Context: an optimization exercise on an open-source flow, tuned for small area and a short achievable clock period. The choices shown serve that exercise and are no tape-out recipe. The RTL was checked by simulation tests, not by an equivalence proof against the original design. Power and IR drop assume default switching activity.

**design/flow/config.mk**
```make
export PLATFORM = sky130hd
export DESIGN_NAME = cpu
export DESIGN_NICKNAME = cpu
export VERILOG_FILES = /design/flow/design.v
export SDC_FILE = /design/flow/constraint.sdc
export NUM_CORES = 4
export LEC_CHECK = 0
export CAP_MARGIN = 20
export CORE_MARGIN = 2
export CORE_UTILIZATION = 40
export CTS_BUF_LIST = sky130_fd_sc_hd__clkbuf_8
export SETUP_SLACK_MARGIN = 4.0
export SLEW_MARGIN = 20
```
**design/flow/constraint.sdc**
```tcl
create_clock -name core_clock -period 8.5 [get_ports {clk}]
set_input_delay 1.7000 -clock core_clock [delete_from_list [all_inputs] [get_ports {clk}]]
set_output_delay 1.7000 -clock core_clock [all_outputs]
set_load 0.01 [all_outputs]
```
**design/flow/design.v**
```verilog
module alu (input [7:0] b, a,
            input [2:0] op,
            output reg [7:0] y);
wire       sub = op[0];
wire [7:0] bx  = b ^ {8{sub}};
wire [7:0] sum = a + bx + {7'b0, sub};
wire [7:0] rsn = (|b[7:3]) ? 8'b0 : (a >> b[2:0]);
always @*
begin
    case (op)
        3'd0: y = a | b;
        3'd1: y = a & b;
        3'd2: y = ~a;
        3'd3: y = a ^ b;
        3'd4, 3'd5: y = sum;
        3'd6: y = b;
        default: y = rsn;
    endcase
end
endmodule
module pc (input clk, reset, jump, freeze,
           input [7:0] jmpaddr,
           output reg [7:0] data);
always @(posedge clk)
begin
    if (reset)
        data <= 8'b0;
    else if (jump)
        data <= jmpaddr;
    else if (!freeze)
        data <= data + 8'd1;
end
endmodule
module regfile (input clk, reset, we,
                input [1:0] wsel, rsel1, rsel2,
                input [7:0] wdata,
                output [7:0] read1, read2, v1, v2);
reg [7:0] r0, r1, r2, r3;
wire [7:0] d = reset ? 8'b0 : wdata;
always @(posedge clk)
begin
    if (reset || (we && wsel == 2'd0)) r0 <= d;
    if (reset || (we && wsel == 2'd1)) r1 <= d;
    if (reset || (we && wsel == 2'd2)) r2 <= d;
    if (reset || (we && wsel == 2'd3)) r3 <= d;
end
function [7:0] sel4(input [1:0] s, input [7:0] x0, x1, x2, x3);
    case (s)
        2'd0: sel4 = x0;
        2'd1: sel4 = x1;
        2'd2: sel4 = x2;
        default: sel4 = x3;
    endcase
endfunction
assign read1 = sel4(rsel1, r0, r1, r2, r3);
assign read2 = sel4(rsel2, r0, r1, r2, r3);
assign v1    = reset ? 8'b0 : r0;
assign v2    = reset ? 8'b0 : r1;
endmodule
module control (input clk, reset, interrupt,
                input [7:0] datamem_data, datamem_address, usermem_data_in,
                input [7:0] read1, read2, alu_out,
                output [1:0] rsel1, rsel2, wsel,
                output we,
                output [7:0] wdata,
                output reg [7:0] usermem_address, usermem_data_out, pc_jmpaddr,
                output reg rw,
                output pc_jump, pc_freeze);
localparam S0   = 3'd0;   
localparam S1   = 3'd1;   
localparam S2J  = 3'd2;   
localparam S2S  = 3'd3;   
localparam S3   = 3'd4;   
localparam S4   = 3'd5;   
localparam S56  = 3'd6;   
reg [2:0] stage;
reg [7:0] sp;
reg [7:0] regdata;           
reg [3:0] ins;               
wire [7:0] dd = datamem_data;
wire [3:0] hi = dd[7:4];
wire s0  = (stage == S0);
wire s1  = (stage == S1);
wire s4  = (stage == S4);
wire s56 = (stage == S56);
wire run = !interrupt && !reset;
wire rst = !interrupt && reset;   
wire eq  = (read1 == read2);
wire op_alu  = !dd[7];
wire op_jmp  = (hi == 4'h9);
wire op_call = (hi == 4'ha);
wire op_b    = (hi == 4'hb);
wire op_rts  = op_b && dd[3:0] == 4'h0;
wire op_stsp = op_b && dd[3:0] == 4'h1;
wire op_pop  = op_b && dd[3:0] == 4'h2;
wire op_ldsp = op_b && dd[3:0] == 4'h4;
wire op_push = op_b && dd[3:0] == 4'h8;
wire op_ieq  = (hi == 4'hc);
wire op_ine  = (hi == 4'hd);
wire op_two  = dd[7] && !dd[4] && !dd[5] && !dd[6] || (hi == 4'he) || (hi == 4'hf);
wire ins_ld  = (ins[3:2] == 2'b00);
wire ins_st  = (ins[3:2] == 2'b10);
wire ins_lum = (ins[3:2] == 2'b11);
assign rsel1 = dd[3:2];
assign rsel2 = dd[1:0];
assign wsel  = s1 ? ins[1:0] : dd[1:0];
assign pc_jump   = (stage == S2J) || s4;
assign pc_freeze = s56;
assign we    = !interrupt && ((s0 && (op_alu || op_stsp)) || (s1 && !ins_st));
assign wdata = s1 ? (ins_ld ? dd : regdata) : (dd[7] ? sp : alu_out);
wire       sp_dec = dd[4] && !dd[3];         
wire [7:0] sp_pm  = sp + {{7{sp_dec}}, 1'b1};
always @(posedge clk)
begin
    ins <= {dd[5:4], dd[1:0]};
    if (!interrupt && s0)
        usermem_data_out <= (!dd[6] && !dd[4]) ? datamem_address : read1;
    if (interrupt || reset || (s0 && (op_jmp || op_call)) || s4)
        pc_jmpaddr <= interrupt ? 8'hfd : reset ? 8'h00 : s4 ? usermem_data_in : read2;
    if (rst || (run && ((s0 && (op_alu || op_stsp)) || (s1 && ins_ld) || s56)))
        regdata <= reset ? 8'h00 : s56 ? usermem_data_in : wdata;
    if (rst || (run && s0 && (op_call || op_rts || op_pop || op_push || op_ldsp)))
        sp <= reset ? 8'h00 : op_ldsp ? read1 : sp_pm;
    if (rst || (run && ((s0 && (op_call || op_rts || op_pop || op_push)) || (s1 && !ins_ld))))
        usermem_address <= reset ? 8'h00 : s1 ? dd : op_push ? sp_pm : sp;
    if (!interrupt)
        rw <= !reset && ((s0 && (op_call || op_push)) || (s1 && ins_st));
    if (interrupt || reset)
        stage <= S2J;
    else
        case (stage)
        S0:
            if (op_jmp || op_call)                stage <= S2J;
            else if (op_rts)                      stage <= S4;
            else if (op_pop)                      stage <= S56;
            else if ((op_ieq && eq) || (op_ine && !eq)) stage <= S3;
            else if (op_two)                      stage <= S1;
            else                                  stage <= S0;
        S1:  stage <= ins_lum ? S56 : S0;
        S3:  stage <= (hi <= 4'hd) ? S0 : S2S;
        S4:  stage <= S2J;
        default: stage <= S0;     
        endcase
end
endmodule
module cpu(input clk, reset, interrupt,
           input [7:0] datamem_data, usermem_data_in,
           output [7:0] datamem_address, usermem_address, usermem_data_out,
           output rw,
           output [7:0] v1, v2);
    wire [1:0] rsel1, rsel2, wsel;
    wire [7:0] pc_jumpaddr, wdata, read1, read2, alu_out;
    wire we, pc_jump, pc_freeze;
    pc pc0(clk, reset, pc_jump, pc_freeze, pc_jumpaddr, datamem_address);
    regfile reg0(clk, reset, we, wsel, rsel1, rsel2, wdata, read1, read2, v1, v2);
    alu alu0(read1, read2, datamem_data[6:4], alu_out);
    control cntrl0(clk, reset, interrupt, datamem_data, datamem_address, usermem_data_in,
                   read1, read2, alu_out, rsel1, rsel2, wsel, we, wdata,
                   usermem_address, usermem_data_out, pc_jumpaddr, rw, pc_jump, pc_freeze);
endmodule
```
**design/flow/flow/run.sh**
```bash
#!/bin/bash
# The standard layout (the standard.sh, unchanged synthesis), with the
# port buffers inserted as plain buf cells instead of the default delay
# buffer cell. ORFS writes each step's full log under orfs/logs; the make
# output goes to layout.log here.
set -euo pipefail
bash standard.sh "BUFFER_PORTS_ARGS=-buffer_cell sky130_fd_sc_hd__buf_2" finish > layout.log 2>&1
```
**design/flow/standard.sh**
```bash
#!/bin/bash
# synth_recipe.tcl (not shown) runs the flow's synth.tcl, then flattens the netlist and writes it again
# the make line also repeats each setting of config.mk as NAME=value (left out here)
make -C /OpenROAD-flow-scripts/flow DESIGN_CONFIG=/design/flow/config.mk WORK_HOME=/design/flow/orfs CLKGATE_MAP_FILE= SYNTH_SCRIPT=/design/flow/synth_recipe.tcl "${@:-finish}"
```
==> out/summary.txt, run 1 <==
status = no timing/DRC/antenna violations
PD cells = 168.5 nW/um2
setup TNS = 0 ns
Setup crit start kind = input port
Mapped Cells = 653
leading cell type in the layout, fill and taps excluded = edfxtp_1
routed length per instance = 22.04 um
initial antenna violation count = 0
highest routed layer = met4
I/O Pins = 60
Crit Path Class = in2reg
Die H = 129.8 um
die width = 129.8 um
post-synthesis compound-gate area fraction = 0.1724
Final ANT Viol Nets = 0
Distinct cells, synth = 66
fillers = 1,503
Peak Freq = 0.2319 GHz
synthesized area = 6327 um2
final hold violations = 0
DRT iter0 DRCs = 652
top_reg_cell synth = edfxtp_1
leakage = 2.741 nW
sequential fraction of the synthesis area = 0.3939
area delta synth->final = 10.38%
clock sinks = 88
CTS Hold Bufs = 0
Nets = 736
Final Worst Setup Slack = 4.187 ns
Worst VDD drop = 145.8 uV
routability cong. = 0.9728
simple-gate share of the synthesized area = 0.1748
Worst Path Required = 8.64 ns
Synth Area in XOR/XNOR = 0.02630
Die ar. = 16,840 um2
met3 wire len = 1.574 mm
worst skew pair latency = 0.37 ns
HPWL after detailed placement = 14.51 mm
clk_skew = 0.01341 ns
Post-Place Cells = 882
via density per instance = 6.075
Synthesized Nets = 703
commonest non-fill, non-tap cells in the layout = 73 x edfxtp_1, 57 x buf_2, 53 x nand2_1
Final Slew Violations = 0
Max-slew headroom = 0.2801
root buffer cell = clkbuf_8
htree depth = 3
Finish-stage setup viols = 0
CTS buffer count = 9
met2 WL = 8.972 mm
Tmin final = 4.313 ns
first-pass GRT wire length = 30.00 mm
CTS max path bufs = 2
Finished Layout Cells = 902
Adder-Cell Fraction of Synth Area = 0.06367
TritonCTS clock tree = yes
Initial Util = 0.4132
RSZ-0062 raised after global routing = false
Tot Pwr = 1.177 mW
Hold WS = 0.5338 ns
crit path cell chain = clkbuf_4 -> mux4_2 -> xnor2_2 -> inv_1 -> fa_2 -> nand2b_4 -> a31oi_1 -> o2111ai_1 -> o2111ai_1 -> o211ai_1 -> o21ba_2
mux cell area share after synthesis = 0.1190
number of core rows = 45
slew of the pin with the lowest slew margin = 1.076 ns
Pre-antenna DRT Iters = 6
HP Class = reg2reg
share of layout cells above drive strength 1 = 0.1823
Clock transition at path regs = 0.10 ns
Avg Cell Area, Syn = 9.690 um2
fin crit share = 0.5074
Critical Path Max Stage Delay = 0.60 ns
Setup crit end kind = register
Worst EP arrival = 4.45 ns
number of global-route vias before repair = 5,146
grt ovf = 0
Total GRT Usage = 0.2385
Vias = 5,480
Post-synth EDFFs = 73
largest family of logic cells by synthesized area = simple AND/OR/NAND/NOR gates
drc violations = 0
CP Max Fanout = 13
Yosys warnings = 4
core area = 15,310 um2
IO Port Bufs = 59
Yosys reg bits = 88
max-cap viol count = 0
Critical-path top delay cell = mux4_2
drt total wl = 19.88 mm
M1 wire length = 8.789 mm
FF-to-FF setup slack = 5.41 ns
Most Frequent Cell on Critical Path = o2111ai_1
fraction of registers with async set/reset = 0
largest net degree at the start of global routing = 48
pre-CTS WS = 3.495 ns
ANT cells = 0
kinds of logic (layout without fill, tap and decap cells):
group,after synthesis,after routing
simple gates,217,217
compound gates,172,172
flops,88,88
buf+inv,75,113
mux,51,51
fa+ha+maj,31,31
xor+xnor,19,19
state kept, by name, summed over array words and instances, names as in the netlist:
name / cells
cntrl0.ins: 4
cntrl0.pc_jmpaddr: 8
cntrl0.regdata: 8
cntrl0.rw: 1
cntrl0.sp: 8
cntrl0.stage: 3
cntrl0.usermem_address: 8
cntrl0.usermem_data_out: 8
pc0.data: 8
reg0.r0: 8
reg0.r1: 8
reg0.r2: 8
reg0.r3: 8
per-stage QoR:
step / utilization / area, um2
after floorplan: - / 6359
after global placement: 0.4404 / 6744
after detailed placement: 0.4404 / 6744
after CTS: 0.4545 / 6960
after global routing: 0.4560 / 6984
final: 0.4560 / 6984
worst max-delay path, delay by kind of cell:
family	cells	cell delay, ns
AOI/OAI and AO/OA	5	1.05
xor gates and xnor gates	1	0.17
adders and majority gates	1	0.41
buffers and inverters	2	0.36
muxes	1	0.60
and+or+nand+nor	1	0.16
final timing paths:
kind                                       from           endpoint  depth (start not counted)
worst min-delay path                pc0.data[7]        pc0.data[7]                          2
worst max register to register       reg0.r0[1]  cntrl0.regdata[2]                         10
worst max-delay path            datamem_data[2]  cntrl0.regdata[2]                         11
worst min register to register      pc0.data[7]        pc0.data[7]                          2
cell usage after synthesis (19+ instances only):
| master | instances | area, um2 |
|---|---|---|
| edfxtp_1 | 73 | 2192 |
| nand2_1 | 53 | 198.9 |
| o21ai_0 | 53 | 265.3 |
| nor2_1 | 48 | 180.2 |
| a21oi_1 | 43 | 215.2 |
| clkbuf_1 | 34 | 127.6 |
| mux2i_1 | 31 | 310.3 |
| ha_1 | 29 | 362.9 |
| inv_1 | 26 | 97.59 |
| nor2b_1 | 25 | 156.4 |
| a211oi_1 | 19 | 142.6 |
| nand3_1 | 19 | 95.09 |
area by class of cell:
class,instances,area (um2),area share
clock inverter,7,62.56,0.008957
multi-input combinational,490,3561,0.5099
inverter,28,105.1,0.01505
tap,211,264.0,0.03780
clock buffer,9,123.9,0.01774
sequential,88,2492,0.3569
timing repair buffer,69,375.4,0.05374
what timing repair did:
| item | 4_1_cts | 5_1_grt |
|---|---|---|
| buffers inserted | 4 | 0 |
| gates resized for setup | 0 | 6 |
| cloned | 0 | 0 |
| endpoints found under the setup margin | 22 | 38 |
metal layers:
metal / vias up / GRT usage
met5: - / 0
met3: 35 / 0.04305
met1: 2663 / 0.3389
met4: 0 / 0.07527
li1: 2490 / -
met2: 292 / 0.3720
where the power goes:
part	total [mW]	internal (mW)	switching, mW
Combinational	0.364	0.142	0.222
Sequential	0.528	0.506	0.0215
Clock	0.285	0.112	0.173
==> inputs of run 2 (changes only) <==
--- a/design/flow/design.v
+++ b/design/flow/design.v
@@ -4,5 +4,42 @@
 wire       sub = op[0];
 wire [7:0] bx  = b ^ {8{sub}};
-wire [7:0] sum = a + bx + {7'b0, sub};
+wire [7:0] p0  = a ^ bx;
+wire [7:0] g0  = a & bx;
+wire [7:0] g1, p1, g2, p2, g3;
+assign g1[0] = g0[0] | (p0[0] & sub);
+assign p1[0] = 1'b0;
+genvar i;
+generate
+    for (i = 1; i < 8; i = i + 1)
+    begin : l1
+        assign g1[i] = g0[i] | (p0[i] & (i == 1 ? g1[0] : g0[i-1]));
+        assign p1[i] = p0[i] & p0[i-1];
+    end
+    for (i = 0; i < 8; i = i + 1)
+    begin : l2
+        if (i < 2)
+        begin : lo
+            assign g2[i] = g1[i];
+            assign p2[i] = 1'b0;
+        end
+        else
+        begin : hi
+            assign g2[i] = g1[i] | (p1[i] & g1[i-2]);
+            assign p2[i] = p1[i] & p1[i-2];
+        end
+    end
+    for (i = 0; i < 8; i = i + 1)
+    begin : l3
+        if (i < 4)
+        begin : lo
+            assign g3[i] = g2[i];
+        end
+        else
+        begin : hi
+            assign g3[i] = g2[i] | (p2[i] & g2[i-4]);
+        end
+    end
+endgenerate
+wire [7:0] sum = p0 ^ {g3[6:0], sub};
 wire [7:0] rsn = (|b[7:3]) ? 8'b0 : (a >> b[2:0]);
 always @*
@@ -110,5 +147,15 @@
 assign wdata = s1 ? (ins_ld ? dd : regdata) : (dd[7] ? sp : alu_out);
 wire       sp_dec = dd[4] && !dd[3];         
-wire [7:0] sp_pm  = sp + {{7{sp_dec}}, 1'b1};
+wire [7:0] sp_x   = sp ^ {8{sp_dec}};    
+wire [7:0] sp_t;
+assign sp_t[0] = 1'b1;
+genvar k;
+generate
+    for (k = 1; k < 8; k = k + 1)
+    begin : spt
+        assign sp_t[k] = sp_t[k-1] & sp_x[k-1];
+    end
+endgenerate
+wire [7:0] sp_pm  = sp ^ sp_t;
 always @(posedge clk)
 begin
--- a/design/flow/config.mk
+++ b/design/flow/config.mk
@@ -8,5 +8,5 @@
 export CAP_MARGIN = 20
 export CORE_MARGIN = 2
-export CORE_UTILIZATION = 40
+export CORE_UTILIZATION = 55
 export CTS_BUF_LIST = sky130_fd_sc_hd__clkbuf_8
 export SETUP_SLACK_MARGIN = 4.0
==> run 2 against run 1 <==
  * Synthesized cell count is 1.1% higher
  * Final cell count is 6.4% lower
  * Core utilization is 17 points higher
  * First-iteration DRC count is 0.61% lower
  * Total power is 0.17% lower
  * Via count is 0.86% lower
  * Global-route usage is 7.0 points higher
  * Maximum frequency is 1.7% lower
  * Critical path depth is 2 lower
  * Area after synthesis is 1.2% lower
  * Sequential power hardly changed
  * Sequential share of layout area is 0.41 points higher
  * Critical endpoint is now reg0.r3[5]
  * Largest cell class unchanged
==> out/summary.txt, run 2 <==
status = no timing/DRC/antenna violations
P_int = 0.7938 mW
end of the critical path = reg0.r3[5]
Critical Path Max Stage Delay = 0.73 ns
area delta synth->final = 10.42%
leakage = 2.733 nW
Total GRT Usage = 0.3089
first-pass GRT wire length = 28.90 mm
Mapped Cells = 660
TritonCTS clock tree = yes
I/O Pins = 60
hold path start = pc0.data[7]
Synth Area in XOR/XNOR = 0.03501
Finish-stage setup viols = 0
Worst Path Required = 8.59 ns
via density per instance = 6.437
IO Port Bufs = 59
CP Max Fanout = 13
Finished Layout Cells = 844
HP Class = reg2reg
Nets = 742
most frequent cell after synthesis = edfxtp_1
number of global-route vias before repair = 5,123
Peak Freq = 0.2280 GHz
Max-slew headroom = 0.3306
core area = 10,980 um2
top cell type's share of synthesized area = 0.3505
pre-CTS WS = 3.299 ns
fin crit share = 0.5160
PD cells = 170.2 nW/um2
Post-synth EDFFs = 73
Adder-Cell Fraction of Synth Area = 0.04922
area leader, netlist = edfxtp_1
CTS max path bufs = 2
Setup crit start kind = input port
Yosys warnings = 4
grt ovf = 0
switching portion of total power = 0.3244
Area after DPL = 6569 um2
Core Util, Final = 0.6287
Synthesized Nets = 703
Critical-path top delay cell = mux4_1
clock sinks = 88
Pre-antenna DRT Iters = 5
commonest non-fill, non-tap cells in the layout = 73 x edfxtp_1, 65 x nor2_1, 58 x nand2_1
crit path cell chain = buf_6 -> mux4_1 -> xor2_1 -> ha_1 -> mux2i_1 -> o221ai_1 -> o21ai_0 -> o211ai_1 -> nor2b_1
CTS Hold Bufs = 0
critical path depth = 9
worst skew pair latency = 0.37 ns
Hold WS = 0.5469 ns
Setup crit end kind = register
htree depth = 3
fraction of registers with async set/reset = 0
sequential fraction of the synthesis area = 0.3986
mux cell area share after synthesis = 0.1138
Die ar. = 12,240 um2
post-synthesis compound-gate area fraction = 0.1699
worst reg2reg path startpoint = reg0.r1[5]
fin area = 6905 um2
clk_skew = 0.01142 ns
DRT iter0 DRCs = 648
Tmin final = 4.386 ns
Avg Cell Area, Syn = 9.475 um2
HPWL after detailed placement = 13.47 mm
Vias = 5,433
R2R cell count = 8
Initial Util = 0.5694
Final Slew Violations = 0
RSZ-0062 raised after global routing = false
RR Endpoint = reg0.r3[5]
Clock transition at path regs = 0.08 ns
drt total wl = 18.82 mm
initial antenna violation count = 1
Post-synth top cells = 73 x edfxtp_1, 65 x nor2_1, 58 x nand2_1
FF-to-FF setup slack = 5.28 ns
slew of the pin with the lowest slew margin = 1.000 ns
ANT cells = 0
largest net degree at the start of global routing = 44
number of core rows = 38
top cells by area, synth = edfxtp_1 35%, mux4_2 5.0%, mux2i_1 5.0%
clock group share of total power = 0.250
CP bufs+invs = 1
Final Worst Setup Slack = 4.114 ns
Final ANT Viol Nets = 0
largest family of logic cells by synthesized area = simple AND/OR/NAND/NOR gates
Comb power frac = 0.301
root buffer cell = clkbuf_8
Worst VDD drop = 138.9 uV
Die H = 110.6 um
share of layout cells above drive strength 1 = 0.1903
leading cell type in the layout, fill and taps excluded = edfxtp_1
drc violations = 0
CP delay by family, top = multiplexers
Flop pwr share = 0.449
final hold violations = 0
worst setup path start = datamem_data[2]
Yosys reg bits = 88
die width = 110.6 um
Distinct cells, synth = 66
routed length per instance = 22.30 um
Worst EP arrival = 4.47 ns
simple-gate share of the synthesized area = 0.1865
top_reg_cell synth = edfxtp_1
Post-Place Cells = 813
max-cap viol count = 0
synthesized area = 6253 um2
net switching power = 0.3811 mW
routability cong. = 0.9181
setup TNS = 0 ns
Tot Pwr = 1.175 mW
CTS buffer count = 9
Crit Path Class = in2reg
[run 2: cell types whose count changed in the layout (fill, tap and decap cells not counted), sizes merged, moves of 9 or more]
| cell | before | now |
|---|---|---|
| nor2 | 48 | 66 |
| xor2 | 2 | 14 |
| buf | 67 | 78 |
| nand2b | 15 | 5 |
| nor3 | 14 | 23 |
| o21ai | 53 | 44 |
[run 2: layout make-up]
cell class | instances | area [um2]
clock buffer | 11 | 151.4
clock inverter | 5 | 50.05
fill | 931 | 4078
inverter | 25 | 93.84
multi-input combinational | 497 | 3490
sequential | 88 | 2492
tap | 140 | 175.2
timing repair buffer | 78 | 452.9
[run 2: worst reg2reg max path: stages (launching register included)]
cell	delay, ns
edfxtp_1	0.40
mux4_1	0.68
xor2_1	0.21
ha_1	0.40
mux2i_1	0.35
o221ai_1	0.17
o21ai_0	0.32
o211ai_1	0.20
nor2b_1	0.21
[run 2: repair_timing]
| item | in CTS | in global routing |
|---|---|---|
| resized for setup | 4 | 5 |
| cloned | 0 | 0 |
| buffers inserted | 1 | 14 |
| pin swaps | 0 | 1 |
| setup endpoints to repair | 44 | 47 |
[run 2: logic make-up (layout without fill, tap and decap cells)]
logic type               after synthesis  in the layout
AND/OR/NAND/NOR                      234            234
multiplexers                          50             50
buffers and inverters                 75            119
flip-flops                            88             88
AO/OA/AOI/OAI                        164            164
adder cells (fa/ha/maj)               24             24
XOR/XNOR                              25             25
[run 2: power by group through the flow]
stage               logic, mW  clock network [mW]  registers (mW)
finish                  0.353               0.294           0.527
detailed placement      0.331                   0           0.536
CTS                     0.334               0.297           0.527
global placement        0.327                   0           0.535
floorplan               0.238                   0           0.530
global route            0.383               0.315           0.531
[run 2: metal layers]
| layer | vias up | share of wire | track usage |
|---|---|---|---|
| met2 | 242 | 0.47 | 0.4851 |
| met5 | - | 0 | 0 |
| li1 | 2530 | - | - |
| met4 | 0 | 0.026 | 0.09917 |
| met3 | 38 | 0.081 | 0.07409 |
| met1 | 2623 | 0.42 | 0.4247 |
[run 2: worst min path at each step]
stage | to | slack, ns | cells past startpoint
5_1_grt | pc0.data[7] | 0.59 | 2
2_1_floorplan | pc0.data[0] | 0.50 | 2
3_3_place_gp | pc0.data[7] | 0.50 | 2
6_report | pc0.data[7] | 0.55 | 2
3_5_place_dp | pc0.data[7] | 0.53 | 2
4_1_cts | pc0.data[7] | 0.54 | 2
==> inputs of run 3 (changes only) <==
--- a/design/flow/config.mk
+++ b/design/flow/config.mk
@@ -6,7 +6,8 @@
 export NUM_CORES = 4
 export LEC_CHECK = 0
+export ABC_AREA = 1
 export CAP_MARGIN = 20
 export CORE_MARGIN = 2
-export CORE_UTILIZATION = 55
+export CORE_UTILIZATION = 40
 export CTS_BUF_LIST = sky130_fd_sc_hd__clkbuf_8
 export SETUP_SLACK_MARGIN = 4.0
==> run 3 against run 2 <==
  * Clock power rose by 3%
  * Worst setup slack improved by 0.079 ns
  * Count of clock-buffer cells in the layout fell by 1
  * Non-clock buffer count rose by 7
  * Synthesized cell count rose by 26%
  * Register-to-register slack got worse by 0.02 ns
  * Area after synthesis fell by 1.1%
  * Critical path type is now in2out
  * Largest cell class unchanged
  * Highest routed layer unchanged
==> out/summary.txt, run 3 <==
HPWL after detailed placement = 15.12 mm
Crit Path Class = in2out
RR Endpoint = reg0.r1[6]
initial antenna violation count = 0
CP Max Fanout = 53
CTS max path bufs = 2
number of core rows = 45
DRT iter0 DRCs = 670
top cells by area, synth = edfxtp_1 35%, nand2_1 11%, inv_1 7.5%
CTS buffer count = 9
FF-to-FF setup slack = 5.26 ns
first-pass GRT wire length = 31.16 mm
ANT cells = 0
routability cong. = 0.9981
clk_skew = 0.01086 ns
fraction of registers with async set/reset = 0
worst setup path start = reset
Post-synth top cells = 173 x nand2_1, 124 x inv_1, 88 x o21ai_0
via density per instance = 5.598
Vias = 6,130
Pre-antenna DRT Iters = 5
PD cells = 161.5 nW/um2
Nets = 945
Initial Util = 0.4082
Worst Path Required = 6.80 ns
commonest non-fill, non-tap cells in the layout = 171 x nand2_1, 126 x inv_1, 86 x o21ai_0
Post-Place Cells = 1,059
most frequent cell after synthesis = nand2_1
sequential fraction of the synthesis area = 0.4032
R2R cell count = 8
Setup crit end kind = primary output
Distinct cells, synth = 48
top cell type's share of synthesized area = 0.3546
leading cell type in the layout, fill and taps excluded = nand2_1
Setup crit start kind = input port
largest net degree at the start of global routing = 54
Max-slew headroom = 0.3110
Finish-stage setup viols = 0
worst skew pair latency = 0.38 ns
leakage = 3.290 nW
Core Util, Final = 0.4666
drc violations = 0
Final Slew Violations = 0
Die H = 128.3 um
routed length per instance = 18.82 um
final hold violations = 0
Final ANT Viol Nets = 0
Peak Freq = 0.2322 GHz
HP Class = reg2reg
I/O Pins = 60
setup TNS = 0 ns
TritonCTS clock tree = yes
Finished Layout Cells = 1,095
Yosys reg bits = 88
slew of the pin with the lowest slew margin = 1.027 ns
area delta synth->final = 14.31%
max-cap viol count = 0
worst reg2reg path startpoint = cntrl0.stage[0]
clock sinks = 88
fin crit share = 0.5067
IO Port Bufs = 59
area leader, netlist = edfxtp_1
core area = 15,150 um2
fin area = 7067 um2
Tmin final = 4.307 ns
Mapped Cells = 831
drt total wl = 20.61 mm
number of global-route vias before repair = 5,488
Avg Cell Area, Syn = 7.439 um2
end of the critical path = v2[5]
status = no timing/DRC/antenna violations
root buffer cell = clkbuf_8
Synthesized Nets = 874
Total GRT Usage = 0.2530
share of layout cells above drive strength 1 = 0.1488
Clock transition at path regs = 0.08 ns
RSZ-0062 raised after global routing = false
die width = 128.3 um
Worst EP arrival = 2.61 ns
Die ar. = 16,470 um2
synthesized area = 6182 um2
grt ovf = 0
Worst VDD drop = 129.0 uV
Area after DPL = 6645 um2
Yosys warnings = 4
Post-synth EDFFs = 73
htree depth = 3
top_reg_cell synth = edfxtp_1
## run 3: changes by cell type after synthesis, moves of 23 or more
cell,delta
mux2i_1,-31
o21ai_0,+47
nand3_1,+50
clkbuf_1,-23
nor2b_1,-23
inv_1,+101
nand2_1,+115
## run 3: critical path, cell delays in order
cell    delay [ns]
buf_2         0.08
buf_4         0.49
nor2_1        0.12
buf_2         0.17
## run 3: layout make-up
cell class,instances,area (um2)
fill,1569,8079
multi-input combinational,581,3113
sequential,88,2492
inverter,137,516.7
timing repair buffer,85,511.7
tap,188,235.2
clock buffer,10,137.6
clock inverter,6,60.06
## run 3: routing by layer
layer  up-vias  part of all wire  track usage
met2       313              0.46       0.4011
met5         -                 0            0
li1       2923                 -            -
met3        63             0.082      0.05050
met4         0             0.042       0.1131
met1      2831              0.42       0.3358
## run 3: timing repair
action	4_1_cts	5_1_grt
setup buffers	0	19
hold buffers	0	0
pin swaps	0	7
resized for setup	2	19
cloned	0	1
setup endpoints to repair	9	27
## run 3: kinds of logic after synthesis
kind of cell / synth area share
AO/OA/AOI/OAI: 0.1803
XOR/XNOR: 0.02692
adder cells (fa/ha/maj): 0.04979
buffers and inverters: 0.1030
flip-flops: 0.4032
AND/OR/NAND/NOR: 0.2368
## run 3: through the flow
stage | worst slack (ns) | power, mW | hold slack [ns]
after floorplan | 4.101 | 0.7262 | 0.4953
after global placement | 3.568 | 0.8238 | 0.5371
after detailed placement | 3.530 | 0.8231 | 0.5396
after CTS | 4.074 | 1.125 | 0.5584
after global routing | 3.971 | 1.198 | 0.5940
final | 4.193 | 1.141 | 0.5551
## run 3: worst min path at each step
stage | cells past startpoint | start | endpoint | slack (ns)
floorplan | 2 | cntrl0.ins[3] | cntrl0.stage[2] | 0.50
global placement | 2 | cntrl0.pc_jmpaddr[6] | pc0.data[6] | 0.54
detailed placement | 2 | cntrl0.ins[3] | cntrl0.stage[2] | 0.54
CTS | 2 | cntrl0.ins[3] | cntrl0.stage[2] | 0.56
global route | 2 | cntrl0.pc_jmpaddr[6] | pc0.data[6] | 0.59
finish | 2 | cntrl0.pc_jmpaddr[6] | pc0.data[6] | 0.56
## run 3: where the power goes
| part | switching [mW] | total [mW] | internal (mW) | leakage [nW] |
|---|---|---|---|---|
| combinational | 0.209 | 0.313 | 0.104 | 2.34 |
| clock | 0.161 | 0.304 | 0.143 | 0.106 |
| sequential | 0.0211 | 0.525 | 0.504 | 0.848 |
==> inputs of run 4 (changes only) <==
--- a/design/flow/config.mk
+++ b/design/flow/config.mk
@@ -6,5 +6,4 @@
 export NUM_CORES = 4
 export LEC_CHECK = 0
-export ABC_AREA = 1
 export CAP_MARGIN = 20
 export CORE_MARGIN = 2
==> run 4 against run 3 <==
  * Still clean on timing, DRC and antenna
  * Total power rose by 4.3%
  * Count of clock-buffer cells in the layout shrank 1
  * Via count down 12%
  * Synthesized cell count down 21%
  * Cell area is 2.0% lower
  * Non-clock buffer count shrank 17
  * Critical endpoint is now v1[5]
  * Highest routed layer unchanged
==> out/summary.txt, run 4 <==
largest family of logic cells by synthesized area = simple AND/OR/NAND/NOR gates
TritonCTS clock tree = yes
Worst Path Required = 6.80 ns
area of the multi-input gates = 3498 um2
Crit Path Class = in2out
first-pass GRT wire length = 29.92 mm
die width = 129.0 um
RSZ-0062 raised after global routing = false
fin crit share = 0.5201
Tmin final = 4.421 ns
synthesized area = 6253 um2
routability cong. = 0.9762
RR Endpoint = cntrl0.regdata[6]
worst skew pair latency = 0.38 ns
CTS max path bufs = 2
drc violations = 0
core area = 15,260 um2
top cell type's share of synthesized area = 0.3505
top_reg_cell synth = edfxtp_1
commonest non-fill, non-tap cells in the layout = 73 x edfxtp_1, 63 x nor2_1, 58 x nand2_1
clk_skew = 0.01380 ns
Tot Pwr = 1.190 mW
Max-slew headroom = 0.2864
Die H = 129.0 um
CP Max Fanout = 38
status = no timing/DRC/antenna violations
Hold WS = 0.5300 ns
IO Port Bufs = 59
area leader, netlist = edfxtp_1
most frequent cell after synthesis = edfxtp_1
ANT cells = 0
Worst EP arrival = 2.72 ns
post-synthesis compound-gate area fraction = 0.1699
leading cell type in the layout, fill and taps excluded = edfxtp_1
worst reg2reg path startpoint = reg0.r1[2]
drt total wl = 19.34 mm
Final Worst Setup Slack = 4.079 ns
Min-Delay Path Depth = 2
slew of the pin with the lowest slew margin = 1.066 ns
hold path start = pc0.data[7]
largest net degree at the start of global routing = 39
Synth Area in XOR/XNOR = 0.03501
Adder-Cell Fraction of Synth Area = 0.04922
area delta synth->final = 10.78%
sequential fraction of the synthesis area = 0.3986
Setup crit end kind = primary output
setup TNS = 0 ns
Clock transition at path regs = 0.09 ns
Die ar. = 16,650 um2
Seq. cell area = 2492 um2
Worst VDD drop = 112.2 uV
pre-CTS WS = 3.368 ns
worst hold endpoint = pc0.data[7]
Pre-antenna DRT Iters = 5
Final Slew Violations = 0
fillers = 1,469
I/O Pins = 60
top cells by area, synth = edfxtp_1 35%, mux4_2 5.0%, mux2i_1 5.0%
Yosys warnings = 4
DRT iter0 DRCs = 508
number of core rows = 45
Post-synth top cells = 73 x edfxtp_1, 65 x nor2_1, 58 x nand2_1
fraction of registers with async set/reset = 0
FF-to-FF setup slack = 5.33 ns
Yosys reg bits = 88
PD cells = 171.8 nW/um2
CTS buffer count = 9
HPWL after detailed placement = 13.83 mm
Avg Cell Area, Syn = 9.475 um2
worst setup path start = reset
Peak Freq = 0.2262 GHz
htree depth = 3
Total GRT Usage = 0.2365
root buffer cell = clkbuf_8
routed length per instance = 21.37 um
Synthesized Nets = 703
Initial Util = 0.4098
Vias = 5,419
HP Class = reg2reg
initial antenna violation count = 0
Final ANT Viol Nets = 0
grt ovf = 0
leakage = 2.691 nW
R2R cell count = 10
Finish-stage setup viols = 0
Setup crit start kind = input port
clock sinks = 88
number of global-route vias before repair = 5,121
Mapped Cells = 660
Nets = 732
Distinct cells, synth = 66
Post-synth EDFFs = 73
via density per instance = 5.988
max-cap viol count = 0
final hold violations = 0
share of layout cells above drive strength 1 = 0.1816
simple-gate share of the synthesized area = 0.1865
CTS Hold Bufs = 0
mux cell area share after synthesis = 0.1138
[run 4: cell types whose count changed after synthesis, moves of 31 or more]
cell | previous run | this run
inv_1 | 124 | 23
mux2i_1 | 0 | 31
o21ai_0 | 88 | 41
nand2_1 | 173 | 58
nand3_1 | 65 | 15
[run 4: cells by family (layout without fill, tap and decap cells)]
group	count (synthesis)	count (layout)
mux	50	50
fa+ha+maj	24	24
simple gates	234	234
buf+inv	75	109
compound gates	164	164
flops	88	88
xor+xnor	25	25
[run 4: how the worst max path moves through the flow]
stage | to | slack [ns] | cells past startpoint
after floorplan | reg0.r0[6] | 3.95 | 12
after global placement | cntrl0.regdata[6] | 3.44 | 11
after detailed placement | reg0.r1[6] | 3.37 | 11
after CTS | cntrl0.sp[1] | 3.97 | 8
after global routing | reg0.r2[1] | 4.01 | 8
final | v1[5] | 4.08 | 4
[run 4: per-stage QoR]
step | cell area, um2 | util | std cells
final | 6928 | 0.4540 | 905
after global routing | 6928 | 0.4540 | 905
after CTS | 6887 | 0.4513 | 903
after detailed placement | 6658 | 0.4363 | 884
after global placement | 6658 | 0.4363 | 884
after floorplan | 6279 | - | 660
[run 4: layer usage]
layer	track usage	routed length [um]	part of all wire
met2	0.3697	8766	0.45
met1	0.3274	8287	0.43
met5	0	0	0
met3	0.04211	1538	0.080
met4	0.09527	745	0.039
[run 4: cell type report]
| type | count | area share |
|---|---|---|
| Inverter | 25 | 0.01355 |
| Timing Repair Buffer | 68 | 0.05400 |
| Sequential cell | 88 | 0.3598 |
| Clock inverter | 7 | 0.01174 |
| Tap cell | 211 | 0.03811 |
| Multi-Input combinational cell | 497 | 0.5050 |
| Clock buffer | 9 | 0.01788 |
[run 4: report_power, final]
| group | internal [mW] | switching (mW) |
|---|---|---|
| sequential | 0.505 | 0.0215 |
| combinational | 0.133 | 0.215 |
| clock | 0.162 | 0.155 |
| total | 0.799 | 0.391 |
[run 4: critical path, stage by stage]
cell and delay, ns:
buf_4 0.37, buf_6 0.36, nor2b_1 0.10, buf_2 0.15
[run 4: repair_timing]
| action | CTS | global route |
|---|---|---|
| endpoints found under the setup margin | 65 | 72 |
| resized for setup | 3 | 9 |
| setup buffers | 3 | 2 |
| hold endpoints to repair | 0 | 0 |
| cloned | 0 | 0 |
==> inputs of run 5 (changes only) <==
--- a/design/flow/flow/run.sh
+++ b/design/flow/flow/run.sh
@@ -5,3 +5,3 @@
 # output goes to layout.log here.
 set -euo pipefail
-bash standard.sh "BUFFER_PORTS_ARGS=-buffer_cell sky130_fd_sc_hd__buf_2" finish > layout.log 2>&1
+bash standard.sh "BUFFER_PORTS_ARGS=-buffer_cell sky130_fd_sc_hd__buf_1" finish > layout.log 2>&1
--- a/design/flow/config.mk
+++ b/design/flow/config.mk
@@ -8,6 +8,7 @@
 export CAP_MARGIN = 20
 export CORE_MARGIN = 2
-export CORE_UTILIZATION = 40
+export CORE_UTILIZATION = 55
 export CTS_BUF_LIST = sky130_fd_sc_hd__clkbuf_8
+export CTS_CLUSTER_SIZE = 30
 export SETUP_SLACK_MARGIN = 4.0
 export SLEW_MARGIN = 20
==> run 5 against run 4 <==
  * Largest power group unchanged
  * Area after synthesis unchanged
  * Routed wire length down 0.62%
  * First-iteration DRC count up 30%
  * Global-route usage up 7.6 points
  * Core utilization up 17 points
  * Cell area down 1.2%
  * Still clean
  * Worst setup slack worse by 0.0030 ns
  * Count of clock-buffer cells in the layout unchanged
  * Sequential cell count unchanged
==> out/summary.txt, run 5 <==
Avg Cell Area, Syn = 9.475 um2
first-pass GRT wire length = 29.46 mm
Vias = 5,518
Distinct cells, synth = 66
area leader, netlist = edfxtp_1
Pre-antenna DRT Iters = 5
Post-synth EDFFs = 73
Yosys warnings = 4
CTS max path bufs = 2
ANT cells = 0
mux cell area share after synthesis = 0.1138
die width = 110.6 um
Final Slew Violations = 0
Mapped Cells = 660
leakage = 2.562 nW
htree depth = 3
share of layout cells above drive strength 1 = 0.1095
HPWL after detailed placement = 13.46 mm
slew of the pin with the lowest slew margin = 1.036 ns
grt met1 use = 0.4246
area delta synth->final = 9.444%
Clock transition at path regs = 0.09 ns
hold path start = pc0.data[0]
leading cell type in the layout, fill and taps excluded = edfxtp_1
drt total wl = 19.22 mm
HP Class = reg2reg
GR Layer Usage met3 = 0.07190
fin crit share = 0.5205
Finish-stage setup viols = 0
clk_skew = 0.01488 ns
fillers = 948
DRT iter0 DRCs = 659
grt ovf = 0
Worst VDD drop = 138.7 uV
area of the multi-input gates = 3501 um2
Setup crit end kind = register
setup TNS = 0 ns
met2 Track Usage GR = 0.4834
TritonCTS clock tree = yes
Core Util, Final = 0.6231
top cells by area, synth = edfxtp_1 35%, mux4_2 5.0%, mux2i_1 5.0%
Setup crit start kind = input port
initial antenna violation count = 0
Initial Util = 0.5694
via density per instance = 6.546
number of global-route vias before repair = 5,201
top_reg_cell synth = edfxtp_1
root buffer cell = clkbuf_8
Final ANT Viol Nets = 0
largest family of logic cells by synthesized area = simple AND/OR/NAND/NOR gates
clock sinks = 88
largest net degree at the start of global routing = 76
Tmin final = 4.424 ns
commonest non-fill, non-tap cells in the layout = 73 x edfxtp_1, 65 x nor2_1, 58 x nand2_1
Nets = 741
worst setup path start = datamem_data[1]
IO Port Bufs = 59
worst reg2reg path startpoint = reg0.r0[2]
status = no timing/DRC/antenna violations
CTS Hold Bufs = 0
busiest grt layer = met2
final hold violations = 0
top cell type's share of synthesized area = 0.3505
Post-synth top cells = 73 x edfxtp_1, 65 x nor2_1, 58 x nand2_1
fraction of registers with async set/reset = 0
routability cong. = 0.9453
CTS buffer count = 9
most frequent cell after synthesis = edfxtp_1
simple-gate share of the synthesized area = 0.1865
worst skew pair latency = 0.38 ns
I/O Pins = 60
PD cells = 173.1 nW/um2
drc violations = 0
Die H = 110.6 um
Worst EP arrival = 4.49 ns
Die ar. = 12,240 um2
Synth Area in XOR/XNOR = 0.03501
post-synthesis compound-gate area fraction = 0.1699
synthesized area = 6253 um2
routed length per instance = 22.80 um
Peak Freq = 0.2260 GHz
Seq. cell area = 2492 um2
Synthesized Nets = 703
RSZ-0062 raised after global routing = false
Yosys reg bits = 88
Worst Path Required = 8.56 ns
Max-slew headroom = 0.3069
max-cap viol count = 0
Total GRT Usage = 0.3122
Crit Path Class = in2reg
sequential fraction of the synthesis area = 0.3986
Adder-Cell Fraction of Synth Area = 0.04922
core area = 10,980 um2
number of core rows = 38
CP Max Fanout = 16
==> run 5: what timing repair did <==
action,CTS,global route
setup buffers,2,10
pin swaps,0,1
gates resized for setup,10,8
setup endpoints to repair,41,49
gates cloned,0,0
==> run 5: critical path, stage by stage <==
cell and delay (ns):
clkdlybuf4s15_2 0.48, mux4_2 0.51, mux2i_1 0.24, fa_1 0.25
nor2b_1 0.06, o21a_1 0.19, o211a_1 0.22, or3_1 0.31
a31o_2 0.26, a21oi_2 0.16, nor2_1 0.10
==> run 5: worst paths after layout <==
path | end | slack [ns] | cells after the start
worst max register to register | reg0.r2[6] | 5.31 | 10
worst max-delay path | reg0.r2[6] | 4.08 | 11
worst min-delay path | pc0.data[0] | 0.55 | 2
worst min register to register | pc0.data[0] | 0.55 | 2
==> run 5: logic make-up after synthesis <==
family | count (synthesis)
AO/OA/AOI/OAI | 164
XOR/XNOR | 25
adder cells (fa/ha/maj) | 24
buffers and inverters | 75
flip-flops | 88
multiplexers | 50
AND/OR/NAND/NOR | 234
==> run 5: power by group <==
part	switching (mW)	internal, mW
clock	0.148	0.161
combinational	0.217	0.132
sequential	0.0223	0.505
total	0.387	0.798
==> run 5: layout make-up <==
cell class,instances,area share
inverter,25,0.01371
tap,140,0.02559
sequential,88,0.3642
multi-input combinational,497,0.5115
clock buffer,9,0.01810
clock inverter,7,0.01152
timing repair buffer,77,0.05539
==> run 5: layer usage <==
metal	share of wire	up-vias	routed length (um)
li1	-	2528	-
met5	0	-	0
met3	0.093	37	1783
met1	0.41	2653	7943
met2	0.47	300	8959
met4	0.028	0	531
==> run 5: metrics by stage <==
step	setup WS, ns	hold slack (ns)	power [mW]	area (um2)	instances
after global routing	4.011	0.5853	1.235	6844	843
after global placement	2.991	0.5123	0.8593	6521	815
after floorplan	3.945	0.5025	0.7680	6279	660
after detailed placement	2.907	0.5329	0.8649	6521	815
after CTS	4.016	0.5456	1.171	6754	833
final	4.076	0.5481	1.185	6844	843
==> inputs of run 6 (changes only) <==
==> design/flow/flow/run.sh (replaced) <==
#!/bin/bash
set -euo pipefail
W=$(pwd)
cat > "$W/flow_synth.tcl" <<EOT
proc abc {args} {
  set i [lsearch -exact \$args -script]
  if {\$i >= 0} { set args [lreplace \$args \$i [expr {\$i + 1}] -script $W/flow/abc.script] }
  puts "flow: abc \$args"
  yosys abc {*}\$args
}
source $W/synth_recipe.tcl
EOT
bash standard.sh "SYNTH_SCRIPT=$W/flow_synth.tcl" "ADDER_MAP_FILE=" \
  "BUFFER_PORTS_ARGS=-buffer_cell sky130_fd_sc_hd__buf_2" finish > layout.log 2>&1
==> design/flow/flow/abc.script (new file) <==
strash
dch
map -D 2000
topo
buffer -p
upsize -D 2000
dnsize -D 2000
stime -p
--- a/design/flow/config.mk
+++ b/design/flow/config.mk
@@ -11,4 +11,5 @@
 export CTS_BUF_LIST = sky130_fd_sc_hd__clkbuf_8
 export CTS_CLUSTER_SIZE = 30
-export SETUP_SLACK_MARGIN = 4.0
+export PLACE_DENSITY = 0.8
+export SETUP_SLACK_MARGIN = 4.3
 export SLEW_MARGIN = 20
==> run 6 against run 5 <==
  * Non-clock buffer count increased by 21
  * Highest routed layer unchanged
  * Final cell count increased by 14%
  * Largest power group unchanged
  * Register-to-register slack improved by 0.13 ns
  * Core utilization increased by 6.5 points
  * Worst setup slack improved by 0.21 ns
  * Synthesized cell count increased by 11%
  * Routed wire length increased by 1.7%
  * Count of clock-buffer cells in the layout unchanged
  * Area after synthesis decreased by 8.7%
  * Worst hold slack got worse by 0.016 ns
  * Sequential share of layout area decreased by 0.86 points
  * Via count increased by 8.4%
==> out/summary.txt, run 6 <==
ANT cells = 0
leakage = 2.830 nW
Post-synth top cells = 108 x o21ai_0, 99 x nor2_1, 98 x nand2_1
HP Class = reg2reg
largest family of logic cells by synthesized area = compound AO/OA/AOI/OAI gates
HPWL after detailed placement = 13.72 mm
Tmin final = 4.212 ns
fin crit share = 0.4956
I/O Pins = 60
fraction of registers with async set/reset = 0
CP Max Fanout = 13
leading cell type in the layout, fill and taps excluded = o21ai_0
sequential fraction of the synthesis area = 0.4366
final hold violations = 0
R2R cell count = 18
Yosys warnings = 4
net switching power = 0.4127 mW
Worst VDD drop = 139.6 uV
Die ar. = 11,210 um2
top cells by area, synth = edfxtp_1 38%, o21ai_0 9.5%, nor2_1 6.5%
Comb power frac = 0.291
fillers = 849
Distinct cells, synth = 50
via density per instance = 6.235
Critical-path top delay cell = o311ai_4
Final ANT Viol Nets = 0
CTS buffer count = 9
setup TNS = 0 ns
status = no timing/DRC/antenna violations
root buffer cell = clkbuf_8
crit path cell chain = buf_8 -> inv_2 -> nor2_4 -> buf_12 -> nand2_1 -> o211ai_1 -> o21ai_1 -> buf_4 -> inv_2 -> nand2_2 -> inv_1 -> nor2_1 -> nand2_2 -> o311ai_4 -> a21oi_1 -> o21ai_1 -> o2111ai_1 -> o221ai_1 -> o221a_2 -> nor2_1
mux cell area share after synthesis = 0.001753
synthesized area = 5709 um2
commonest non-fill, non-tap cells in the layout = 100 x o21ai_0, 93 x nand2_1, 90 x nor2_1, 90 x inv_1, 73 x edfxtp_1
RSZ-0062 raised after global routing = true
Synth Area in XOR/XNOR = 0.02301
Adder-Cell Fraction of Synth Area = 0
area of the multi-input gates = 3084 um2
Critical Path Max Stage Delay = 0.29 ns
Pre-antenna DRT Iters = 8
top cell type's share of synthesized area = 0.3840
htree depth = 3
drc violations = 0
Total GRT Usage = 0.3480
Setup crit end kind = register
Vias = 5,979
Flop pwr share = 0.442
worst setup path start = datamem_data[0]
area leader, netlist = edfxtp_1
clk_skew = 0.02125 ns
RR Endpoint = reg0.r0[5]
CTS Hold Bufs = 0
Avg Cell Area, Syn = 7.768 um2
CP bufs+invs = 6
number of core rows = 37
most frequent cell after synthesis = o21ai_0
worst hold endpoint = pc0.data[4]
Worst EP arrival = 4.31 ns
slew of the pin with the lowest slew margin = 1.002 ns
PD cells = 167.3 nW/um2
Peak Freq = 0.2374 GHz
area delta synth->final = 22.77%
P_int = 0.7601 mW
first-pass GRT wire length = 29.55 mm
drt total wl = 19.54 mm
grt ovf = 0
post-synthesis compound-gate area fraction = 0.2792
CTS max path bufs = 2
die width = 105.9 um
worst reg2reg path startpoint = reg0.r2[1]
switching portion of total power = 0.3519
worst skew pair latency = 0.39 ns
core area = 10,180 um2
Min-Delay Path Depth = 2
top_reg_cell synth = edfxtp_1
Initial Util = 0.5606
Die H = 105.9 um
IO Port Bufs = 59
Yosys reg bits = 88
hold path start = pc0.data[4]
number of global-route vias before repair = 5,360
Worst Path Required = 8.59 ns
Finish-stage setup viols = 0
TritonCTS clock tree = yes
Clock transition at path regs = 0.10 ns
Synthesized Nets = 754
Hold WS = 0.5321 ns
DRT iter0 DRCs = 693
Crit Path Class = in2reg
CP delay by family, top = compound AO/OA/AOI/OAI gates
max-cap viol count = 0
Post-synth EDFFs = 73
clock sinks = 88
routability cong. = 1.067
Final Slew Violations = 0
share of layout cells above drive strength 1 = 0.2333
Max-slew headroom = 0.3298
initial antenna violation count = 0
Mapped Cells = 735
routed length per instance = 20.37 um
clock group share of total power = 0.267
simple-gate share of the synthesized area = 0.1723
largest net degree at the start of global routing = 44
Setup crit start kind = input port
Seq. cell area = 2492 um2
Nets = 837
FF-to-FF setup slack = 5.44 ns
run 6: cell types whose count changed after synthesis, sizes merged, moves of 30 or more:
cell / change
o21ai: +86
inv: +79
nand2: +42
nor2: +36
mux2i: -30
run 6: worst register-to-register path, stage by stage, from the launching register on:
cell and delay [ns]:
edfxtp_1 0.40, o21ai_1 0.23, o211ai_4 0.13, o21ai_4 0.13
inv_4 0.08, nand2_2 0.10, a21o_1 0.14, nand2_2 0.06
or2_4 0.26, a31oi_4 0.21, nand2_1 0.07, nand2_1 0.08
a21oi_1 0.06, o21ai_1 0.13, nand3_1 0.12, o21ai_2 0.21
o21ai_2 0.09, a21oi_2 0.21, nor2_2 0.08
run 6: cells by family after synthesis:
logic type	after synthesis
xor gates and xnor gates	15
DFF	88
buffers and inverters	129
muxes	1
AOI/OAI and AO/OA	262
and+or+nand+nor	240
run 6: per-stage QoR:
step           setup WS [ns]  cell area (um2)    util  cells  power [mW]
2_1_floorplan          4.508             5709       -    735      0.7058
3_3_place_gp           3.354             6116  0.6005    911      0.7928
3_5_place_dp           3.437             6116  0.6005    911      0.7959
4_1_cts                4.259             6518  0.6399    939       1.119
5_1_grt                4.196             7009  0.6882    959       1.218
6_report               4.288             7009  0.6882    959       1.173
run 6: repair_timing:
action,4_1_cts,5_1_grt
gates resized for setup,26,73
cloned,0,1
buffers inserted,12,19
pin swaps,5,19
endpoints found under the setup margin,80,64
run 6: per-layer routing:
layer,vias to the layer above,wire length (um),global-route usage
li1,2748,-,-
met1,2751,7397,0.4463
met2,411,9101,0.5401
met3,69,2039,0.08163
met4,0,998,0.1992
met5,-,0,0
run 6: cell type report:
class,instances,share of cell area
clock buffer,9,0.01767
clock inverter,7,0.01214
tap,136,0.02428
sequential,88,0.3556
inverter,103,0.05694
multi-input combinational,518,0.4400
timing repair buffer,98,0.09336
run 6: power by group through the flow:
stage	Combinational (mW)	Sequential [mW]	Clock [mW]
2_1_floorplan	0.180	0.526	0
3_3_place_gp	0.268	0.525	0
4_1_cts	0.285	0.517	0.316
3_5_place_dp	0.270	0.526	0
6_report	0.341	0.519	0.313
5_1_grt	0.366	0.522	0.331
run 6: worst max-delay path by stage:
| stage | endpoint | cells past startpoint | slack, ns |
|---|---|---|---|
| after floorplan | v1[0] | 3 | 4.51 |
| after detailed placement | reg0.r1[5] | 20 | 3.44 |
| after global routing | reg0.r2[6] | 20 | 4.20 |
| final | reg0.r0[6] | 20 | 4.29 |
| after global placement | reg0.r1[5] | 20 | 3.35 |
| after CTS | reg0.r2[5] | 19 | 4.26 |
==> inputs of run 7 (changes only) <==
--- a/design/flow/design.v
+++ b/design/flow/design.v
@@ -1,11 +1,7 @@
-module alu (input [7:0] b, a,
-            input [2:0] op,
-            output reg [7:0] y);
-wire       sub = op[0];
-wire [7:0] bx  = b ^ {8{sub}};
-wire [7:0] p0  = a ^ bx;
-wire [7:0] g0  = a & bx;
+module ksadd (input [7:0] a, b, input cin, output [7:0] s);
+wire [7:0] p0 = a ^ b;
+wire [7:0] g0 = a & b;
 wire [7:0] g1, p1, g2, p2, g3;
-assign g1[0] = g0[0] | (p0[0] & sub);
+assign g1[0] = g0[0] | (p0[0] & cin);
 assign p1[0] = 1'b0;
 genvar i;
@@ -41,5 +37,12 @@
     end
 endgenerate
-wire [7:0] sum = p0 ^ {g3[6:0], sub};
+assign s = p0 ^ {g3[6:0], cin};
+endmodule
+module alu (input [7:0] b, a,
+            input [2:0] op,
+            output reg [7:0] y);
+wire [7:0] add, sub;
+ksadd add0(a, b, 1'b0, add);
+ksadd sub0(a, ~b, 1'b1, sub);
 wire [7:0] rsn = (|b[7:3]) ? 8'b0 : (a >> b[2:0]);
 always @*
@@ -50,5 +53,6 @@
         3'd2: y = ~a;
         3'd3: y = a ^ b;
-        3'd4, 3'd5: y = sum;
+        3'd4: y = add;
+        3'd5: y = sub;
         3'd6: y = b;
         default: y = rsn;
==> design/flow/flow/abc.script (replaced) <==
strash
&get -n
&fraig -x
&put
scorr
dc2
strash
dch -f
&get -n
&nf -R 1000
&put
--- a/design/flow/config.mk
+++ b/design/flow/config.mk
@@ -11,5 +11,4 @@
 export CTS_BUF_LIST = sky130_fd_sc_hd__clkbuf_8
 export CTS_CLUSTER_SIZE = 30
-export PLACE_DENSITY = 0.8
 export SETUP_SLACK_MARGIN = 4.3
 export SLEW_MARGIN = 20
==> run 7 against run 6 <==
  * Clock skew shrank 0.0092 ns
  * Still clean
  * Via count grew 2.7%
  * Critical endpoint is now reg0.r1[7]
  * Global-route usage increased by 2.8 points
  * Core utilization increased by 6.2 points
  * Worst setup slack lost 0.44 ns
  * Clock power rose by 11%
  * Routed wire length rose by 6.4%
  * Cell area rose by 4.2%
  * Area after synthesis is 4.0% lower
  * Final cell count decreased by 5.0%
  * Sequential share of layout area down 1.4 points
==> out/summary.txt, run 7 <==
area delta synth->final = 33.27%
Finished Layout Cells = 911
HP Class = reg2reg
Die ar. = 10,780 um2
Critical-path top delay cell = mux4_2
worst hold endpoint = pc0.data[6]
Worst VDD drop = 137.0 uV
ANT cells = 0
HPWL after detailed placement = 13.60 mm
drc violations = 0
number of global-route vias before repair = 5,630
leading cell type in the layout, fill and taps excluded = nor2_1
Peak Freq = 0.2151 GHz
share of layout cells above drive strength 1 = 0.2956
Min-Delay Path Depth = 2
RR Endpoint = reg0.r1[7]
Critical Path Max Stage Delay = 0.59 ns
Seq. cell area = 2492 um2
CTS max path bufs = 2
grt ovf = 0
routed length per instance = 22.82 um
Distinct cells, synth = 50
drt total wl = 20.79 mm
clk_skew = 0.01206 ns
Setup crit start kind = input port
I/O Pins = 60
area leader, netlist = edfxtp_1
die width = 103.8 um
Setup crit end kind = register
Yosys reg bits = 88
Worst Path Required = 8.59 ns
top_reg_cell synth = edfxtp_1
Finish-stage setup viols = 0
status = no timing/DRC/antenna violations
setup TNS = 0 ns
hold path start = pc0.data[6]
most frequent cell after synthesis = nor2_1
Total GRT Usage = 0.3765
largest net degree at the start of global routing = 75
Initial Util = 0.5631
area of the multi-input gates = 3314 um2
Avg Cell Area, Syn = 8.851 um2
sequential fraction of the synthesis area = 0.4549
worst reg2reg path startpoint = reg0.r1[1]
CP Max Fanout = 6
final hold violations = 0
via density per instance = 6.741
Post-synth EDFFs = 73
worst skew pair latency = 0.37 ns
number of core rows = 36
initial antenna violation count = 0
clock sinks = 88
Final ANT Viol Nets = 0
slew of the pin with the lowest slew margin = 1.032 ns
Max-slew headroom = 0.3107
leakage = 2.853 nW
top cell type's share of synthesized area = 0.4001
DRT iter0 DRCs = 886
top cells by area, synth = edfxtp_1 40%, nor2_1 8.2%, dfxtp_1 5.5%
Synthesized Nets = 638
core area = 9729 um2
Mapped Cells = 619
CTS buffer count = 9
crit path cell chain = buf_12 -> mux4_2 -> xnor2_4 -> or2_1 -> nand2_2 -> o21ai_2 -> o21ai_2 -> o21bai_1 -> nand2b_4 -> o21ai_2 -> and2_4 -> nor2_4 -> o21ai_2 -> xor2_1 -> nand2_1 -> nand3b_1 -> a222oi_1 -> nor2_1
Final Slew Violations = 0
root buffer cell = clkbuf_8
fillers = 730
Die H = 103.8 um
Post-synth top cells = 119 x nor2_1, 73 x edfxtp_1, 72 x nand2_1
max-cap viol count = 0
R2R cell count = 17
Clock transition at path regs = 0.09 ns
first-pass GRT wire length = 31.22 mm
fraction of registers with async set/reset = 0
Yosys warnings = 4
RSZ-0062 raised after global routing = true
htree depth = 3
FF-to-FF setup slack = 4.85 ns
Most Frequent Cell on Critical Path = o21ai_2
IO Port Bufs = 59
Tmin final = 4.649 ns
commonest non-fill, non-tap cells in the layout = 107 x nor2_1, 74 x buf_4, 73 x edfxtp_1
Pre-antenna DRT Iters = 10
Post-Place Cells = 823
Nets = 792
routability cong. = 1.025
Worst EP arrival = 4.74 ns
fin crit share = 0.5470
PD cells = 173.4 nW/um2
Crit Path Class = in2reg
TritonCTS clock tree = yes
synthesized area = 5479 um2
Vias = 6,141
-- run 7: worst max-delay path: cells and delay by family --
kind	cells	cell delay [ns]
xor+xnor	2	0.35
simple gates	8	1.10
compound gates	6	0.91
mux	1	0.59
buf+inv	1	0.09
-- run 7: layout make-up --
cell class,count,area share
clock inverters,7,0.01525
inverters,16,0.008225
clock buffers,9,0.01696
repair buffers,143,0.1415
multi-input cells,515,0.4539
well taps,133,0.02279
flip-flops and latches,88,0.3413
-- run 7: worst max-delay path by stage --
stage	from	to	slack [ns]
floorplan	datamem_data[0]	cntrl0.regdata[7]	3.79
global placement	datamem_data[2]	reg0.r0[6]	2.94
detailed placement	datamem_data[1]	reg0.r2[7]	2.82
CTS	datamem_data[0]	reg0.r0[7]	4.06
global route	datamem_data[0]	reg0.r0[7]	3.73
finish	datamem_data[0]	reg0.r1[7]	3.85
-- run 7: cell families (layout without fill, tap and decap cells) --
family | after synthesis | in the layout | share of synthesized area
simple gates | 287 | 287 | 0.2380
buf+inv | 16 | 175 | 0.01096
flops | 88 | 88 | 0.4549
compound gates | 199 | 199 | 0.2446
xor+xnor | 17 | 17 | 0.02717
mux | 12 | 12 | 0.02444
-- run 7: repair_timing --
item,in CTS,in global routing
setup buffers,51,20
hold buffers,0,0
setup endpoints to repair,73,74
pin swaps,31,31
gates resized for setup,71,42
-- run 7: per-layer routing --
metal / vias to the layer above / part of all wire / GRT usage
li1: 2666 / - / -
met1: 2806 / 0.36 / 0.4887
met2: 534 / 0.45 / 0.5789
met3: 135 / 0.13 / 0.09062
met4: 0 / 0.064 / 0.2114
met5: - / 0 / 0
-- run 7: power breakdown --
group / internal (mW) / leakage [nW] / switching [mW] / total (mW)
sequential: 0.503 / 0.849 / 0.0245 / 0.528
clock: 0.193 / 0.122 / 0.152 / 0.346
combinational: 0.163 / 1.88 / 0.230 / 0.393
-- run 7: through the flow --
stage	instance area (um2)	worst slack [ns]	utilization	total power, mW	hold WS, ns
detailed placement	6087	2.820	0.6256	0.7975	0.5099
finish	7302	3.851	0.7505	1.266	0.5367
global placement	6087	2.939	0.6256	0.7948	0.5116
global route	7302	3.732	0.7505	1.302	0.5689
CTS	6974	4.060	0.7168	1.205	0.5269
floorplan	5535	3.791	-	0.6904	0.4886
==> inputs of run 8 (changes only) <==
==> design/flow/flow/abc.script (replaced) <==
strash
dch
&get -n
&nf -R 1000
&put
==> run 8 against run 7 <==
  * Still clean on timing, DRC and antenna
  * Synthesized cell count grew 6.0%
  * Sequential share of layout area is 0.56 points lower
  * Routed wire length is 1.7% higher
  * Clock skew fell by 0.00053 ns
  * Non-clock buffer count fell by 23
  * Worst hold slack improved by 0.0023 ns
  * Combinational power barely moved
  * Register-to-register slack improved by 0.10 ns
  * Cell area up 1.7%
  * Critical path depth shrank 2
  * Clock power fell by 12%
  * Area after synthesis increased by 2.1%
  * Largest power group unchanged
==> out/summary.txt, run 8 <==
Tmin final = 4.340 ns
DRT iter0 DRCs = 847
max-cap viol count = 0
Vias = 6,448
fin area = 7425 um2
final hold violations = 0
HP Class = reg2reg
Post-synth top cells = 129 x nor2_1, 86 x nand2_1, 73 x edfxtp_1
Avg Cell Area, Syn = 8.528 um2
top cell type's share of synthesized area = 0.3919
most frequent cell after synthesis = nor2_1
FF-to-FF setup slack = 4.95 ns
Worst Path Required = 8.60 ns
Final Slew Violations = 0
Most Frequent Cell on Critical Path = nand2_2
Clock transition at path regs = 0.09 ns
Initial Util = 0.5697
fillers = 696
slew of the pin with the lowest slew margin = 1.123 ns
Worst VDD drop = 145.7 uV
routed length per instance = 22.83 um
setup TNS = 0 ns
Pre-antenna DRT Iters = 9
I/O Pins = 60
CP Max Fanout = 19
top cells by area, synth = edfxtp_1 39%, nor2_1 8.7%, nand2_1 5.8%
crit path cell chain = buf_8 -> nor2_4 -> nand2_2 -> a31oi_4 -> buf_6 -> inv_2 -> nand2_2 -> and2_4 -> o21a_1 -> nor3_2 -> a311oi_2 -> xnor2_1 -> o2111ai_2 -> a222oi_1 -> buf_4 -> a211oi_2
Distinct cells, synth = 46
drc violations = 0
Total GRT Usage = 0.3642
largest net degree at the start of global routing = 75
Finish-stage setup viols = 0
first-pass GRT wire length = 30.95 mm
PD cells = 165.4 nW/um2
TritonCTS clock tree = yes
Worst EP arrival = 4.44 ns
ANT cells = 0
via density per instance = 6.963
Nets = 807
RSZ-0062 raised after global routing = true
leakage = 2.744 nW
Post-synth EDFFs = 73
Crit Path Class = in2reg
Synthesized Nets = 675
share of layout cells above drive strength 1 = 0.2812
Mapped Cells = 656
Final ANT Viol Nets = 0
grt ovf = 0
area delta synth->final = 32.72%
Setup crit start kind = input port
Seq. cell area = 2492 um2
Core Util, Final = 0.7561
die width = 104.9 um
top_reg_cell synth = edfxtp_1
leading cell type in the layout, fill and taps excluded = nor2_1
CTS Hold Bufs = 0
htree depth = 3
Tot Pwr = 1.228 mW
core area = 9819 um2
number of global-route vias before repair = 5,631
Die ar. = 10,990 um2
Critical Path Max Stage Delay = 0.40 ns
area of the multi-input gates = 3621 um2
HPWL after detailed placement = 13.15 mm
Yosys warnings = 4
Critical-path top delay cell = a222oi_1
Area after DPL = 6257 um2
Max-slew headroom = 0.2458
root buffer cell = clkbuf_8
Setup crit end kind = register
Yosys reg bits = 88
Peak Freq = 0.2304 GHz
fin crit share = 0.5105
number of core rows = 36
IO Port Bufs = 59
clock sinks = 88
commonest non-fill, non-tap cells in the layout = 109 x nor2_1, 75 x nand2_1, 73 x edfxtp_1
synthesized area = 5594 um2
worst skew pair latency = 0.38 ns
routability cong. = 0.9655
initial antenna violation count = 0
drt total wl = 21.14 mm
CTS max path bufs = 2
Die H = 104.9 um
CTS buffer count = 9
fraction of registers with async set/reset = 0
clk_skew = 0.01153 ns
status = no timing/DRC/antenna violations
sequential fraction of the synthesis area = 0.4455
area leader, netlist = edfxtp_1
-- run 8: cell types whose count changed after synthesis, moves of 5 or more --
cell,change
a31oi_1,+16
nand2_1,+14
a222oi_1,-11
nor2_1,+10
o22ai_1,+8
a21o_1,-7
nor3_1,+6
a211o_1,-5
clkinv_1,-5
xnor2_1,+5
-- run 8: through the flow --
step | setup WS [ns] | hold WS, ns | cells
after CTS | 4.253 | 0.5419 | 908
after detailed placement | 2.715 | 0.5273 | 856
after floorplan | 4.285 | 0.4887 | 656
after global routing | 4.097 | 0.5496 | 926
final | 4.160 | 0.5390 | 926
after global placement | 2.671 | 0.5216 | 856
-- run 8: layer usage --
layer,track usage,wire length (um),up-vias,share of wire
met1,0.4871,7815,2975,0.37
met2,0.5617,9211,577,0.44
met4,0.1667,1303,0,0.062
met3,0.08609,2808,127,0.13
li1,-,-,2769,-
met5,0,0,-,0
-- run 8: final timing paths --
| check | end | from | cells past startpoint |
|---|---|---|---|
| worst max-delay path | cntrl0.regdata[6] | datamem_data[1] | 16 |
| worst min-delay path | pc0.data[4] | cntrl0.pc_jmpaddr[4] | 2 |
| worst max register to register | cntrl0.regdata[5] | cntrl0.stage[0] | 4 |
| worst min register to register | pc0.data[4] | cntrl0.pc_jmpaddr[4] | 2 |
-- run 8: area by class of cell --
class / instances / area share
repair buffers: 120 / 0.1207
inverters: 11 / 0.006067
clock buffers: 9 / 0.01668
well taps: 133 / 0.02241
multi-input cells: 558 / 0.4877
flip-flops and latches: 88 / 0.3357
clock inverters: 7 / 0.01079
-- run 8: logic make-up after synthesis --
kind of cell | after synthesis | synth area share
AOI/OAI and AO/OA | 218 | 0.2527
muxes | 12 | 0.02259
DFF | 88 | 0.4455
xor gates and xnor gates | 18 | 0.02818
and+or+nand+nor | 309 | 0.2436
buffers and inverters | 11 | 0.007381
-- run 8: where the power goes --
group	internal [mW]	total, mW	switching [mW]
Combinational	0.160	0.395	0.235
Clock	0.139	0.305	0.165
Sequential	0.503	0.528	0.0252
Total	0.802	1.23	0.426
-- run 8: worst max-delay path: cells and delay by family --
| kind | cells | cell delay [ns] |
|---|---|---|
| buffers and inverters | 4 | 0.53 |
| AND/OR/NAND/NOR | 5 | 0.66 |
| XOR/XNOR | 1 | 0.17 |
| AO/OA/AOI/OAI | 6 | 1.35 |
-- run 8: repair_timing --
| item | CTS | global route |
|---|---|---|
| pin swaps | 23 | 32 |
| cloned | 1 | 0 |
| setup buffers | 35 | 18 |
| gates resized for setup | 81 | 43 |
| setup endpoints to repair | 73 | 58 |

what the ideal ports hide:
The flow's constraints put no driver on any port. The routed layouts listed below were extracted and timed again, unchanged, in two steps.
Step 1 assumes that a clkbuf_16 drives the clock port and a buf_2 every other input.
Step 2, shift: input delay + t, output delay - t, t = (earliest + latest rising clock arrival at the registers) / 2. This alone moves slack from input paths to output paths.
a / b / c = ideal / step 1 / step 2; a / b = the first two.
| run | t (ns) | setup WS [ns] | hold slack, ns |
|---|---|---|---|
| run 1 | 0.402 | 4.187 / 4.194 / 3.792 | 0.534 / 0.534 / 0.534 |
| run 2 | 0.403 | 4.114 / 4.111 / 3.708 | 0.547 / 0.547 / 0.547 |
| run 3 | 0.413 | 4.193 / 4.165 / 3.839 | 0.555 / 0.555 / 0.555 |
| run 4 | 0.404 | 4.079 / 4.052 / 3.710 | 0.530 / 0.530 / 0.530 |
| run 5 | 0.406 | 4.076 / 4.063 / 3.679 | 0.548 / 0.548 / 0.548 |
| run 6 | 0.419 | 4.288 / 4.281 / 3.862 | 0.532 / 0.532 / 0.532 |
| run 7 | 0.397 | 3.851 / 3.823 / 3.426 | 0.537 / 0.537 / 0.537 |
| run 8 | 0.409 | 4.160 / 4.132 / 3.723 | 0.539 / 0.539 / 0.539 |
After both steps every run listed still meets setup and hold. The setup slack of run 8, which loses most, moves by -0.028 ns with the drivers and by -0.437 ns with both steps.
